What follows belongs to an exercise in optimizing a design on an open flow for small area and a short achievable clock period; a production flow would make more cautious choices.
At most, simulation tests tie the RTL to the original design; equivalence was not proved.
Power and IR drop assume default switching activity.

Design CPU, start of the top module:
module CPU(
	input logic clk,
	input logic [15:0] inM,
	input logic [15:0] instruction,
	input logic reset,
	output logic [15:0] outM,
	output logic writeM,
	output logic [14:0] addressM,
	output logic [14:0] pc
);
For scale: ~47 flip-flops, ~81 I/O pins.
export LEC_CHECK = 0
export CAP_MARGIN = 20
export CORE_MARGIN = 2
export CORE_UTILIZATION = 40
export SETUP_SLACK_MARGIN = 4.5
export SLEW_MARGIN = 20
create_clock -name core_clock -period 12.5 [get_ports {clk}]
standard.sh (not shown) runs the stock make flow with config.mk's settings and CLKGATE_MAP_FILE= SYNTH_SCRIPT=/design/flow/synth_recipe.tcl, a recipe that flattens the netlist after the stock synthesis.
==> flow/flow/run.sh <==
#!/bin/bash
# Layout flow: the standard ORFS flow (standard.sh) with two changes:
#  - synthesis maps the logic with the ABC script in flow/abc.script
#    (ORFS's synth.tcl otherwise unchanged; same -nofsm -noshare, flatten and renames)
#  - port buffers are sky130_fd_sc_hd__buf_1 instead of the default choice
set -euo pipefail
W=$PWD
sed "s#log_cmd abc {\*}\$abc_args#log_cmd abc {*}[lreplace \$abc_args 1 1 $W/flow/abc.script]#" \
  "$FLOW_HOME/scripts/synth.tcl" > "$W/synth_custom.tcl"
grep -q "flow/abc.script" "$W/synth_custom.tcl"
sed "s#\$::env(SCRIPTS_DIR)/synth.tcl#$W/synth_custom.tcl#" synth_recipe.tcl > "$W/synth_top.tcl"
grep -q "synth_custom.tcl" "$W/synth_top.tcl"
EXTRA=()
if [[ -f flow/make_args.txt ]]; then mapfile -t EXTRA < <(grep -v '^\s*$' flow/make_args.txt); fi
bash standard.sh SYNTH_SCRIPT="$W/synth_top.tcl" \
  "BUFFER_PORTS_ARGS=-buffer_cell sky130_fd_sc_hd__buf_1" "${EXTRA[@]}" finish > "$W/flow.log" 2>&1
==> flow/flow/abc.script <==
strash; dch; map -a; topo; stime -c
==> flow/flow/make_args.txt <==
SYNTH_KEEP_MODULES=hk_inv hk_and2 hk_nand2 hk_nor2 hk_nand3 hk_xor2 hk_xnor2 hk_aoi22 hk_aoi21 hk_oai21 hk_o22ai
CTS_ARGS=-sink_clustering_enable -repair_clock_nets -dont_use_dummy_load
Change:
--- a/flow/design.v
+++ b/flow/design.v
@@ -223,27 +223,23 @@
 	logic G19;
 	logic P19;
 	logic G20;
 	logic P20;
 	logic G21;
 	logic iv1;
 	logic G22;
 	logic G23;
 	logic G24;
-	logic iv2;
-	logic iv3;
 	logic G25;
 	logic G26;
-	logic iv4;
-	logic iv5;
+	logic iv2;
 	logic G27;
-	logic iv6;
-	logic iv7;
+	logic iv3;
 	logic G28;
 	logic G29;
 	logic G30;
 	logic G31;
 	hk_and2 u_xa0 (D[0], kd, xa0);
 	hk_xor2 u_x0 (xa0, nxo, x0);
 	hk_aoi22 u_ymn0 (A[0], kA, inM[0], kM, ymn0);
 	hk_xnor2 u_y0 (ymn0, nyo, y0);
 	hk_nand2 u_gn0 (x0, y0, gn0);
@@ -408,40 +404,36 @@
 	hk_oai21 u_G19 (P13, G11, G13, G19);
 	hk_nor2 u_P19 (P13, P11, P19);
 	hk_oai21 u_G20 (P14, G12, G14, G20);
 	hk_nor2 u_P20 (P14, P12, P20);
 	hk_aoi21 u_G21 (P17, G0, G17, G21);
 	hk_inv u_iv1 (G8, iv1);
 	hk_aoi21 u_G22 (P18, iv1, G18, G22);
 	hk_aoi21 u_G23 (P19, G15, G19, G23);
 	hk_aoi21 u_G24 (P20, G16, G20, G24);
-	hk_inv u_iv2 (gfn1, iv2);
-	hk_inv u_iv3 (pn1, iv3);
-	hk_aoi21 u_G25 (iv3, G0, iv2, G25);
+	hk_oai21 u_G25 (pn1, iv0, gfn1, G25);
 	hk_oai21 u_G26 (pn3, G8, gfn3, G26);
-	hk_inv u_iv4 (gfn5, iv4);
-	hk_inv u_iv5 (pn5, iv5);
-	hk_aoi21 u_G27 (iv5, G15, iv4, G27);
-	hk_inv u_iv6 (gfn7, iv6);
-	hk_inv u_iv7 (pn7, iv7);
-	hk_aoi21 u_G28 (iv7, G16, iv6, G28);
+	hk_inv u_iv2 (G15, iv2);
+	hk_oai21 u_G27 (pn5, iv2, gfn5, G27);
+	hk_inv u_iv3 (G16, iv3);
+	hk_oai21 u_G28 (pn7, iv3, gfn7, G28);
 	hk_oai21 u_G29 (pn9, G21, gfn9, G29);
 	hk_oai21 u_G30 (pn11, G22, gfn11, G30);
 	hk_oai21 u_G31 (pn13, G23, gfn13, G31);
 	hk_xnor2 u_outM_0 (q0, cinn, outM[0]);
 	hk_xor2 u_outM_1 (q1, G0, outM[1]);
-	hk_xnor2 u_outM_2 (q2, G25, outM[2]);
+	hk_xor2 u_outM_2 (q2, G25, outM[2]);
 	hk_xnor2 u_outM_3 (q3, G8, outM[3]);
 	hk_xor2 u_outM_4 (q4, G26, outM[4]);
 	hk_xor2 u_outM_5 (q5, G15, outM[5]);
-	hk_xnor2 u_outM_6 (q6, G27, outM[6]);
+	hk_xor2 u_outM_6 (q6, G27, outM[6]);
 	hk_xor2 u_outM_7 (q7, G16, outM[7]);
-	hk_xnor2 u_outM_8 (q8, G28, outM[8]);
+	hk_xor2 u_outM_8 (q8, G28, outM[8]);
 	hk_xnor2 u_outM_9 (q9, G21, outM[9]);
 	hk_xor2 u_outM_10 (q10, G29, outM[10]);
 	hk_xnor2 u_outM_11 (q11, G22, outM[11]);
 	hk_xor2 u_outM_12 (q12, G30, outM[12]);
 	hk_xnor2 u_outM_13 (q13, G23, outM[13]);
 	hk_xor2 u_outM_14 (q14, G31, outM[14]);
 	hk_xnor2 u_outM_15 (q15, G24, outM[15]);
 	wire zr = (outM == 16'd0);
 	wire ng = outM[15];
The new run produced a clean layout.
Clock skew rises by 0.012 ns.
Synthesized area goes down slightly.
Flip-flop and latch count does not change.
Fmax came out lower slightly.
Core utilization barely changes.
Via count went up by a few percent.

Setup of v28:
CPU, a different RTL version from the one above (not shown whole).
For scale: ~430 cells after synthesis, ~47 flip-flops, about 0.0040 mm2 of cells after synthesis.
==> module CPU, before the edit <==
module CPU(
	input logic clk,
	input logic [15:0] inM,
	input logic [15:0] instruction,
	input logic reset,
	output logic [15:0] outM,
	output logic writeM,
	output logic [14:0] addressM,
	output logic [14:0] pc
);
	logic [15:0] A, D;
	logic [14:0] PC;
	wire c  = instruction[15];
	wire am = instruction[12];
	wire zx = instruction[11];
	wire nx = instruction[10];
	wire zy = instruction[9];
	wire ny = instruction[8];
	wire f  = instruction[7];
	wire no = instruction[6];
	wire [15:0] x = ({16{~zx}} & D) ^ {16{nx}};
	wire [15:0] y = ((am ? inM : A) & {16{~zy}}) ^ {16{ny}};
	wire [15:0] g = x & y;
	wire [15:0] p = x ^ y;
	wire [15:0] gf = g & {16{f}};
	logic [15:0] G [0:4];
	logic [15:0] P [0:4];
	assign G[0] = gf;
	assign P[0] = p;
	for (genvar l = 0; l < 4; l++) begin : lvl
		for (genvar i = 0; i < 16; i++) begin : bitn
			if ((i >> l) & 1) begin : comb
				localparam int j = ((i >> l) << l) - 1;
				assign G[l+1][i] = G[l][i] | (P[l][i] & G[l][j]);
				assign P[l+1][i] = P[l][i] & P[l][j];
			end else begin : pass
				assign G[l+1][i] = G[l][i];
				assign P[l+1][i] = P[l][i];
			end
		end
	end
	wire [15:0] cin = {G[4][14:0], 1'b0};
	wire [15:0] t = (f ? p : g) ^ {16{no}};
	assign outM = t ^ cin;
	wire zr = (outM == 16'd0);
	wire ng = outM[15];
	wire jmp = c & ((instruction[2] & ng) | (instruction[1] & zr) | (instruction[0] & ~ng & ~zr));
	always_ff @(posedge clk) begin
		if (~c) A <= {1'b0, instruction[14:0]};
		else if (instruction[5]) A <= outM;
		if (c & instruction[4]) D <= outM;
		if (reset) PC <= 15'd0;
		else if (jmp) PC <= A[14:0];
		else PC <= PC + 15'd1;
	end
	assign writeM = c & instruction[3];
	assign addressM = A[14:0];
	assign pc = PC;
endmodule
Settings: LEC_CHECK=0, CAP_MARGIN=20, CORE_MARGIN=2, CORE_UTILIZATION=40, SLEW_MARGIN=20; clock period 12.5 ns.
==> flow/flow/run.sh <==
#!/bin/bash
cp standard.sh standard_sh_copy.txt
cp config.mk config_copy.txt
export BUFFER_PORTS_ARGS="-buffer_cell sky130_fd_sc_hd__buf_1"
bash standard.sh > standard.log 2>&1
### v28 -> v9
==> flow/design.v <==
module CPU(
	input logic clk,
	input logic [15:0] inM,
	input logic [15:0] instruction,
	input logic reset,
	output logic [15:0] outM,
	output logic writeM,
	output logic [14:0] addressM,
	output logic [14:0] pc
);
	logic [15:0] A, D;
	logic [14:0] PC;
	wire c = instruction[15];
	wire [15:0] y0 = instruction[12] ? inM : A;
	wire [15:0] x = ({16{~instruction[11]}} & D) ^ {16{instruction[10]}};
	wire [15:0] y = ({16{~instruction[9]}} & y0) ^ {16{instruction[8]}};
	wire [15:0] r = instruction[7] ? (x + y) : (x & y);
	assign outM = r ^ {16{instruction[6]}};
	wire zr = (outM == 16'd0);
	wire ng = outM[15];
	wire jmp = c & ((instruction[2] & ng) | (instruction[1] & zr) | (instruction[0] & ~ng & ~zr));
	always_ff @(posedge clk) begin
		if (~c) A <= {1'b0, instruction[14:0]};
		else if (instruction[5]) A <= outM;
		if (c & instruction[4]) D <= outM;
		if (reset) PC <= 15'd0;
		else if (jmp) PC <= A[14:0];
		else PC <= PC + 15'd1;
	end
	assign writeM = c & instruction[3];
	assign addressM = A[14:0];
	assign pc = PC;
endmodule
Findings:
- Against v28, v9 comes in about 12% higher on total area of multi-input combinational cells.
- Compared with v28, in v9 cell area increased by about 7% relative to the old numbers; adder-cell share of the synthesized area roughly the same.
- Diff v9 and v28: overall fraction of global-route tracks in use higher in v9
- On number of vias per cell after detailed routing: between v9 and v28, it ends up lower for v28.
- On area of the core, the higher figure sits with v9, not v28.
- Diff v28 -> v9: critical path depth -1; synthesized area now larger; global-route wire length before repair grew by 1.5 mm; sequential share of layout area went down; combinational group power moved up.
- v9 has less setup slack than v28.
No functional check of the RTL was part of v28.

==> re-timing with driven ports <==
The flow's constraints put no driver on any port. The routed layouts listed below were extracted and timed again, unchanged, in two steps.
Step 1, drivers: a clkbuf_16 drives clk and a buf_2 each remaining input, both assumed.
Step 2 times the ports against the registers' clock, not the clock port: input delays grow and output delays shrink by t, the midpoint of the rising clock arrivals with the driver on.
Three values: ideal ports, drivers, drivers and shift; two values: the first two.
run	shift t [ns]	slack for setup (ns)	clock arrival spread, ns	slew at the worst register clock pin (ns)
the first run of note 1	0.324	4.754 / 4.724 / 4.724	0.008 / 0.007	0.09 / 0.09
the second run of note 1	0.326	4.723 / 4.692 / 4.692	0.020 / 0.019	0.10 / 0.10
v28	0.332	4.120 / 4.095 / 4.095	0.010 / 0.010	0.10 / 0.10
v9	0.347	4.017 / 3.975 / 3.975	0.013 / 0.013	0.11 / 0.11
After both steps every run listed still meets setup and hold. The setup slack of v9, which loses most, moves by -0.042 ns with the drivers and by -0.042 ns with both steps.
